Source: an optimization exercise on an open RTL-to-GDS flow (aim: small area, a short achievable clock period and few clock cycles). Production flows keep margins and buffers that such runs may drop. In this exercise RTL edits were held to simulation tests only and were not proved equivalent to the original.

Setup of run A:
==> module s1neuron, before the edit <==
module s1neuron #(parameter G = 2, parameter CW = 5) (
    input              clk,
    input  [CW-1:0]    cnt,
    input              busy,
    input  [127:0]     IN,
    input  [127:0]     Wr,
    output reg [15:0]  h
);
    localparam Q = 8 / G;
    localparam LG = (G <= 2) ? 1 : (G <= 4) ? 2 : 3;
    wire [CW-1:0] u = cnt;
    wire [LG-1:0] g = (G == 1) ? 0 : u[LG-1:0];
    reg  [16*Q-1:0] opx, opw;
    reg  [16*Q-1:0] prod;
    wire [16*Q-1:0] pw;
    reg  [15:0] acc;
    genvar i;
    generate
        for (i = 0; i < Q; i = i + 1) begin : lane
            always @(posedge clk) begin
                opx[16*i +: 16] <= IN[16*(g*Q+i) +: 16];
                opw[16*i +: 16] <= Wr[16*(g*Q+i) +: 16];
            end
            multiplier mul (.a(opx[16*i +: 16]), .b(opw[16*i +: 16]), .p(pw[16*i +: 16]));
        end
    endgenerate
    always @(posedge clk) prod <= pw;
    wire [CW-1:0] u2 = cnt - 2;
    wire          act = (cnt >= 2) && (cnt < 8*G+2);
    wire          first = (G == 1) ? 1'b1 : (u2[LG-1:0] == 0);
    wire          last  = (G == 1) ? 1'b1 : (u2[LG-1:0] == G-1);
    wire [16*(Q+1)-1:0] chain;
    assign chain[15:0] = first ? 16'd0 : acc;
    generate
        for (i = 0; i < Q; i = i + 1) begin : fold
            smacc add (.acc(chain[16*i +: 16]), .p(prod[16*i +: 16]), .res(chain[16*(i+1) +: 16]));
        end
    endgenerate
    wire [15:0] s = chain[16*Q +: 16];
    always @(posedge clk) begin
        if (act) acc <= s;
        if (act && last) h <= s[15] ? 16'd0 : s;
    end
endmodule
==> module s2neuron, before the edit <==
module s2neuron #(parameter G = 2, parameter CW = 5) (
    input              clk,
    input  [CW-1:0]    cnt,
    input  [127:0]     Wc,
    input  [15:0]      h,
    output [127:0]     Y
);
    localparam Q = 8 / G;
    localparam LG = (G <= 2) ? 1 : (G <= 4) ? 2 : 3;
    wire [CW-1:0] v = cnt - (G + 1);
    wire [LG-1:0] g = (G == 1) ? 0 : v[LG-1:0];
    wire [CW-1:0] v2 = cnt - (G + 2);
    wire          act = (cnt >= G+2) && (cnt < 9*G+2);
    wire [LG-1:0] g2 = (G == 1) ? 0 : v2[LG-1:0];
    wire          first = (v2 < G);
    wire [G-1:0]  sel = 1 << g2;
    reg  [16*Q-1:0] opw;
    wire [16*8-1:0] y;
    genvar i, k;
    generate
        for (i = 0; i < Q; i = i + 1) begin : lane
            wire [16*G-1:0] ly;
            always @(posedge clk) opw[16*i +: 16] <= Wc[16*(g*Q+i) +: 16];
            rmac #(G) mac (.clk(clk), .act(act), .sel(sel), .first(first),
                           .w(opw[16*i +: 16]), .h(h), .y(ly));
            for (k = 0; k < G; k = k + 1) begin : out
                assign y[16*(k*Q+i) +: 16] = ly[16*k +: 16];
            end
        end
        for (i = 0; i < 8; i = i + 1) begin : relu
            assign Y[16*i +: 16] = y[16*i+15] ? 16'd0 : y[16*i +: 16];
        end
    endgenerate
endmodule
==> module ctrl, before the edit <==
module ctrl #(parameter G = 2, parameter CW = 5) (
    input               clk,
    input               reset,
    input               start,
    output reg          done,
    output reg [CW-1:0] cnt,
    output reg          busy,
    output reg [3:0]    addr_r,
    output reg [3:0]    addr_c
);
    localparam LAST = 9*G+1;
    localparam LG = (G <= 2) ? 1 : (G <= 4) ? 2 : 3;
    reg [CW-1:0] nxt;
    reg [CW-1:0] vn;
    always @* begin
        nxt = cnt;
        if (reset)
            nxt = 0;
        else if (start)
            nxt = busy ? 0 : 1;
        else if (busy)
            nxt = (cnt == LAST) ? 0 : cnt + 1'b1;
        vn = nxt - (G + 1);
    end
    always @(posedge clk) begin
        cnt    <= nxt;
        addr_r <= (nxt < 8*G) ? {1'b0, nxt[LG+2:LG]} : 4'd0;
        addr_c <= {1'b0, vn[LG+2:LG]};
        if (reset) begin
            busy <= 1'b0;
            done <= 1'b0;
        end else if (start) begin
            busy <= 1'b1;
            done <= 1'b0;
        end else if (busy && cnt == LAST) begin
            busy <= 1'b0;
            done <= 1'b1;
        end
    end
endmodule
==> module top, before the edit <==
module top (
    input          clk,
    input          reset,
    input          start,
    input  [127:0] IN,
    output [3:0]   addr_r,
    output [3:0]   addr_c,
    input  [127:0] Wr,
    input  [127:0] Wc,
    output         done,
    output [127:0] Y
);
    localparam G  = 2;
    localparam CW = 5;
    wire [CW-1:0] cnt;
    wire          busy;
    wire [15:0]   h;
    ctrl #(G, CW) ctrl_path (.clk(clk), .reset(reset), .start(start),
                             .done(done), .cnt(cnt), .busy(busy),
                             .addr_r(addr_r), .addr_c(addr_c));
    s1neuron #(G, CW) s1n (.clk(clk), .cnt(cnt), .busy(busy), .IN(IN), .Wr(Wr),
                           .h(h));
    s2neuron #(G, CW) s2n (.clk(clk), .cnt(cnt), .Wc(Wc), .h(h),
                           .Y(Y));
endmodule
make LEC_CHECK=0 CAP_MARGIN=20 CORE_MARGIN=2 CORE_UTILIZATION=45 PLACE_DENSITY=0.6 SLEW_MARGIN=20 finish   # period 35.0 ns
run.sh (not shown) runs the stock make flow with config.mk's settings and CLKGATE_MAP_FILE= SYNTH_SCRIPT=/design/flow/synth_recipe.tcl, a recipe that flattens the netlist after the stock synthesis.
Run A: flow completed, timing, DRC and antenna clean
Testbench counts of run A, summed over its fixed seeds: cycles 10,240.
The inputs of run B differ from those of run A as listed below.
-- flow/design.v --
<<< run A, line 24
    input  [127:0]     IN,
    input  [127:0]     Wr,
    output reg [15:0]  h
);
>>> run B, line 24
    input  [127:0]     IN,
    input  [127:0]     Wr,
    output [3:0]       addr_r,
    output reg [15:0]  h
);
<<< run A, line 30
    wire [CW-1:0] u = cnt;
    wire [LG-1:0] g = (G == 1) ? 0 : u[LG-1:0];
    reg  [16*Q-1:0] opx, opw;
    reg  [16*Q-1:0] prod;
>>> run B, line 31
    wire [CW-1:0] u = cnt;
    wire [LG-1:0] g = (G == 1) ? 0 : u[LG-1:0];
    assign addr_r = (u < 8*G) ? {1'b0, u[LG+2:LG]} : 4'd0;
    reg  [16*Q-1:0] opx, opw;
    reg  [16*Q-1:0] prod;
<<< run A, line 90
    input  [127:0]     Wc,
    input  [15:0]      h,
    output [127:0]     Y
);
>>> run B, line 92
    input  [127:0]     Wc,
    input  [15:0]      h,
    output [3:0]       addr_c,
    output [127:0]     Y
);
<<< run A, line 96
    wire [CW-1:0] v = cnt - (G + 1);
    wire [LG-1:0] g = (G == 1) ? 0 : v[LG-1:0];
    wire [CW-1:0] v2 = cnt - (G + 2);
    wire          act = (cnt >= G+2) && (cnt < 9*G+2);
>>> run B, line 99
    wire [CW-1:0] v = cnt - (G + 1);
    wire [LG-1:0] g = (G == 1) ? 0 : v[LG-1:0];
    assign addr_c = {1'b0, v[LG+2:LG]};
    wire [CW-1:0] v2 = cnt - (G + 2);
    wire          act = (cnt >= G+2) && (cnt < 9*G+2);
<<< run A, line 125
    output reg          done,
    output reg [CW-1:0] cnt,
    output reg          busy,
    output reg [3:0]    addr_r,
    output reg [3:0]    addr_c
);
    localparam LAST = 9*G+1;
    localparam LG = (G <= 2) ? 1 : (G <= 4) ? 2 : 3;
    reg [CW-1:0] nxt;
    reg [CW-1:0] vn;
    always @* begin
        nxt = cnt;
        if (reset)
            nxt = 0;
        else if (start)
            nxt = busy ? 0 : 1;
        else if (busy)
            nxt = (cnt == LAST) ? 0 : cnt + 1'b1;
        vn = nxt - (G + 1);
    end
    always @(posedge clk) begin
        cnt    <= nxt;
        addr_r <= (nxt < 8*G) ? {1'b0, nxt[LG+2:LG]} : 4'd0;
        addr_c <= {1'b0, vn[LG+2:LG]};
        if (reset) begin
            busy <= 1'b0;
            done <= 1'b0;
        end else if (start) begin
            busy <= 1'b1;
            done <= 1'b0;
        end else if (busy && cnt == LAST) begin
            busy <= 1'b0;
            done <= 1'b1;
        end
    end
>>> run B, line 129
    output reg          done,
    output reg [CW-1:0] cnt,
    output reg          busy
);
    localparam LAST = 9*G+1;
    always @(posedge clk) begin
        if (reset) begin
            busy <= 1'b0;
            cnt  <= 0;
            done <= 1'b0;
        end else if (start) begin
            busy <= 1'b1;
            cnt  <= busy ? 0 : 1;
            done <= 1'b0;
        end else if (busy) begin
            if (cnt == LAST) begin
                busy <= 1'b0;
                cnt  <= 0;
                done <= 1'b1;
            end else
                cnt <= cnt + 1'b1;
        end
    end
<<< run A, line 177
    wire [15:0]   h;
    ctrl #(G, CW) ctrl_path (.clk(clk), .reset(reset), .start(start),
                             .done(done), .cnt(cnt), .busy(busy),
                             .addr_r(addr_r), .addr_c(addr_c));
    s1neuron #(G, CW) s1n (.clk(clk), .cnt(cnt), .busy(busy), .IN(IN), .Wr(Wr),
                           .h(h));
    s2neuron #(G, CW) s2n (.clk(clk), .cnt(cnt), .Wc(Wc), .h(h),
                           .Y(Y));
endmodule
>>> run B, line 169
    wire [15:0]   h;
    ctrl #(G, CW) ctrl_path (.clk(clk), .reset(reset), .start(start),
                             .done(done), .cnt(cnt), .busy(busy));
    s1neuron #(G, CW) s1n (.clk(clk), .cnt(cnt), .busy(busy), .IN(IN), .Wr(Wr),
                           .addr_r(addr_r), .h(h));
    s2neuron #(G, CW) s2n (.clk(clk), .cnt(cnt), .Wc(Wc), .h(h),
                           .addr_c(addr_c), .Y(Y));
endmodule
==> comparison <==
- On sequential-to-total area share from yosys stat, run A and run B are neck and neck.
- Higher wire length on met2 among run A and run B: run A
- Run B vs. run A: number of stages on the worst setup path now larger; mean number of vias per cell now smaller.
- On run B: final routed wirelength across all metal layers is 1.7% lower than what run A gave.
- Compared with run A, run B shows a fill cell instance count of the final layout that is 119 lower.
- Run B vs. run A: fraction of the cycle the final worst path needs picked up an extra 2.3 points, worst hold slack after final layout lost 0.011 ns, worst slew margin relative to its limit picked up an extra 5.5 points, largest net degree at the start of global routing picked up an extra about 70%, synthesized area lost about 0.7%.
- Relative to run A, the first-iteration DRC count measured on run B has decreased by a little under 10%.
- Run B ends up with lower cell count than run A does.
Testbench counts of run B, summed over its fixed seeds: cycles 10,240.

==> static timing again, ports no longer ideal <==
Ports are ideal in the flow. The routed layouts listed here were re-timed in OpenROAD.
Step 1, drivers: a clkbuf_16 drives clk and a buf_2 each remaining input, both assumed.
Step 2 adds t to the input delays and takes it off the output delays; t is the mean of the earliest and latest rising clock arrival at the registers after step 1. Input paths then give back, and output paths get back, about the clock's delay inside the block.
a / b / c = no drivers / after step 1 / after step 2; a / b = the first two.
run	t (ns)	setup slack, ns	worst setup path at the end	latest minus earliest clock arrival (ns)	pins driven straight from the clock port
run A	0.744	25.689 / 25.607 / 26.195	register to register	0.038 / 0.039	1
run B	0.786	24.891 / 24.801 / 25.586	register to output	0.047 / 0.047	1
After both steps setup and hold are still met in every run listed.
